From an optimization exercise on the open Yosys and OpenROAD flow, aimed at small area and a short achievable clock period; shortcuts taken in it are not production practice.
Function was checked by simulation only, so behaviour that the tests miss may differ from the original.
Power figures rest on the tool's default switching activity, not on a simulated workload.

==> 06-06 <==
## MULTI_32bit
module MULTI_32bit(clk, rst, A, B, F);
  input clk, rst;
  input [31:0] A;
  input [31:0] B;
  output reg [31:0] F;
  reg r1_s;
  reg [7:0] r1_e;
  reg r1_c0_0;
  reg r1_c0_1;
  reg r1_c1_0;
  reg r1_c2_0;
  reg r1_c3_0;
  reg r1_c3_1;
  reg r1_c3_2;
  reg r1_c4_0;
  reg r1_c4_1;
  reg r1_c5_0;
  reg r1_c5_1;
  reg r1_c6_0;
  reg r1_c6_1;
  reg r1_c6_2;
  reg r1_c6_3;
  reg r1_c7_0;
  reg r1_c7_1;
  reg r1_c7_2;
  reg r1_c8_0;
  reg r1_c8_1;
  reg r1_c8_2;
  reg r1_c9_0;
  reg r1_c9_1;
  reg r1_c9_2;
  reg r1_c9_3;
  reg r1_c9_4;
  reg r1_c10_0;
  reg r1_c10_1;
  reg r1_c10_2;
  reg r1_c10_3;
  reg r1_c11_0;
  reg r1_c11_1;
  reg r1_c11_2;
  reg r1_c11_3;
  reg r1_c12_0;
  reg r1_c12_1;
  reg r1_c12_2;
  reg r1_c12_3;
  reg r1_c12_4;
  reg r1_c12_5;
  reg r1_c13_0;
  reg r1_c13_1;
  reg r1_c13_2;
  reg r1_c13_3;
  reg r1_c13_4;
  reg r1_c14_0;
  reg r1_c14_1;
  reg r1_c14_2;
  reg r1_c14_3;
  reg r1_c14_4;
  reg r1_c15_0;
  reg r1_c15_1;
  reg r1_c15_2;
  reg r1_c15_3;
  reg r1_c15_4;
  reg r1_c15_5;
  reg r1_c15_6;
  reg r1_c16_0;
  reg r1_c16_1;
  reg r1_c16_2;
  reg r1_c16_3;
  reg r1_c16_4;
  reg r1_c16_5;
  reg r1_c17_0;
  reg r1_c17_1;
  reg r1_c17_2;
  reg r1_c17_3;
  reg r1_c17_4;
  reg r1_c17_5;
  reg r1_c18_0;
  reg r1_c18_1;
  reg r1_c18_2;
  reg r1_c18_3;
  reg r1_c18_4;
  reg r1_c18_5;
  reg r1_c18_6;
  reg r1_c18_7;
  reg r1_c19_0;
  reg r1_c19_1;
  reg r1_c19_2;
  reg r1_c19_3;
  reg r1_c19_4;
  reg r1_c19_5;
  reg r1_c19_6;
  reg r1_c20_0;
  reg r1_c20_1;
  reg r1_c20_2;
  reg r1_c20_3;
  reg r1_c20_4;
  reg r1_c20_5;
  reg r1_c20_6;
  reg r1_c21_0;
  reg r1_c21_1;
  reg r1_c21_2;
  reg r1_c21_3;
  reg r1_c21_4;
  reg r1_c21_5;
  reg r1_c21_6;
  reg r1_c21_7;
  reg r1_c21_8;
  reg r1_c22_0;
  reg r1_c22_1;
  reg r1_c22_2;
  reg r1_c22_3;
  reg r1_c22_4;
  reg r1_c22_5;
  reg r1_c22_6;
  reg r1_c22_7;
  reg r1_c23_0;
  reg r1_c23_1;
  reg r1_c23_2;
  reg r1_c23_3;
  reg r1_c23_4;
  reg r1_c23_5;
  reg r1_c23_6;
  reg r1_c23_7;
  reg r1_c24_0;
  reg r1_c24_1;
  reg r1_c24_2;
  reg r1_c24_3;
  reg r1_c24_4;
  reg r1_c24_5;
  reg r1_c24_6;
  ...
Settings: LEC_CHECK=0, ABC_CLOCK_PERIOD_IN_PS=2500, CAP_MARGIN=20, CORE_MARGIN=2, CORE_UTILIZATION=40, CTS_BUF_LIST=sky130_fd_sc_hd__clkbuf_8, SETUP_SLACK_MARGIN=4.3, SLEW_MARGIN=20, SYNTH_HIERARCHICAL=1, SYNTH_MINIMUM_KEEP_SIZE=0; clock period 7.0 ns.
standard.sh (not shown) runs the stock make flow with config.mk's settings and CLKGATE_MAP_FILE= SYNTH_SCRIPT=/design/flow/synth_recipe.tcl, a recipe that flattens the netlist after the stock synthesis.
==> flow/flow/run.sh <==
#!/bin/bash
# The standard layout, but with port buffers of a plain buffer cell
# (buffer_ports otherwise picks a delay cell, clkdlybuf4s50_1).
set -euo pipefail
export BUFFER_PORTS_ARGS="-buffer_cell sky130_fd_sc_hd__buf_4"
bash standard.sh > make_finish.log 2>&1
==> 06-13: changes against 06-06 <==
--- a/flow/config.mk
+++ b/flow/config.mk
@@ -11,5 +11,5 @@
 export CORE_UTILIZATION = 40
 export CTS_BUF_LIST = sky130_fd_sc_hd__clkbuf_8
-export SETUP_SLACK_MARGIN = 4.3
+export SETUP_SLACK_MARGIN = 4.2
 export SLEW_MARGIN = 20
 export SYNTH_HIERARCHICAL = 1
==> qor summary <==
quantity	06-06	06-13
Relative slew slack	51.28%	46.48%
Iteration-0 DRC count of the detailed router	1,128	1,275
Detailed Route WL	59,130 um	59,990 um
Sequential portion of the cell area	30.76%	30.73%
Run status	no timing/DRC/antenna violations	no timing/DRC/antenna violations
Worst Path Class, Setup	reg2reg	in2reg
Detail Placement HPWL	45,020 um	44,800 um
Global-route met1 utilization	29.94%	29.03%
Sequential cell area in the final layout	7965 um^2	7948 um^2
Share of the final layout cell area in multi-input gates	55.38%	55.06%
Leakage	11.37 nW	11.41 nW
Post-route cell area	25,900 um^2	25,860 um^2
Area growth, synth to finish	15.02%	14.86%
Initial antenna violation count	0	1
Power density of the placed cells	459.0 nW/um^2	460.3 nW/um^2

## static timing again, ports no longer ideal
In the flow no input, the clock included, has a driving cell. The finished layouts below were timed again as built, in two steps. Step 1 sets driving cells, clkbuf_16 on the clock port and buf_2 on the other inputs (assumed; they add their load-dependent delay and slew). Step 2 moves the port delays by t, midway between the first and last clock arrival at a register: inputs arrive t later, outputs are due t later. That takes back most of the time a late clock gives input paths. Three values: no drivers, after step 1, after step 2; two values: the first two.
run | t (ns) | setup slack, ns | hold slack, ns | latest minus earliest clock arrival (ns) | worst data-port slew with drivers (ns)
06-06 | 0.655 | 4.295 / 4.295 / 3.682 | 0.326 / 0.326 / 0.326 | 0.053 / 0.053 | 0.07
06-13 | 0.687 | 4.189 / 4.209 / 3.522 | 0.325 / 0.325 / 0.325 | 0.036 / 0.036 | 0.08
After both steps every run listed still meets setup and hold. For 06-13, which loses most, drivers alone change the setup slack by +0.020 ns; drivers and shift together by -0.667 ns.
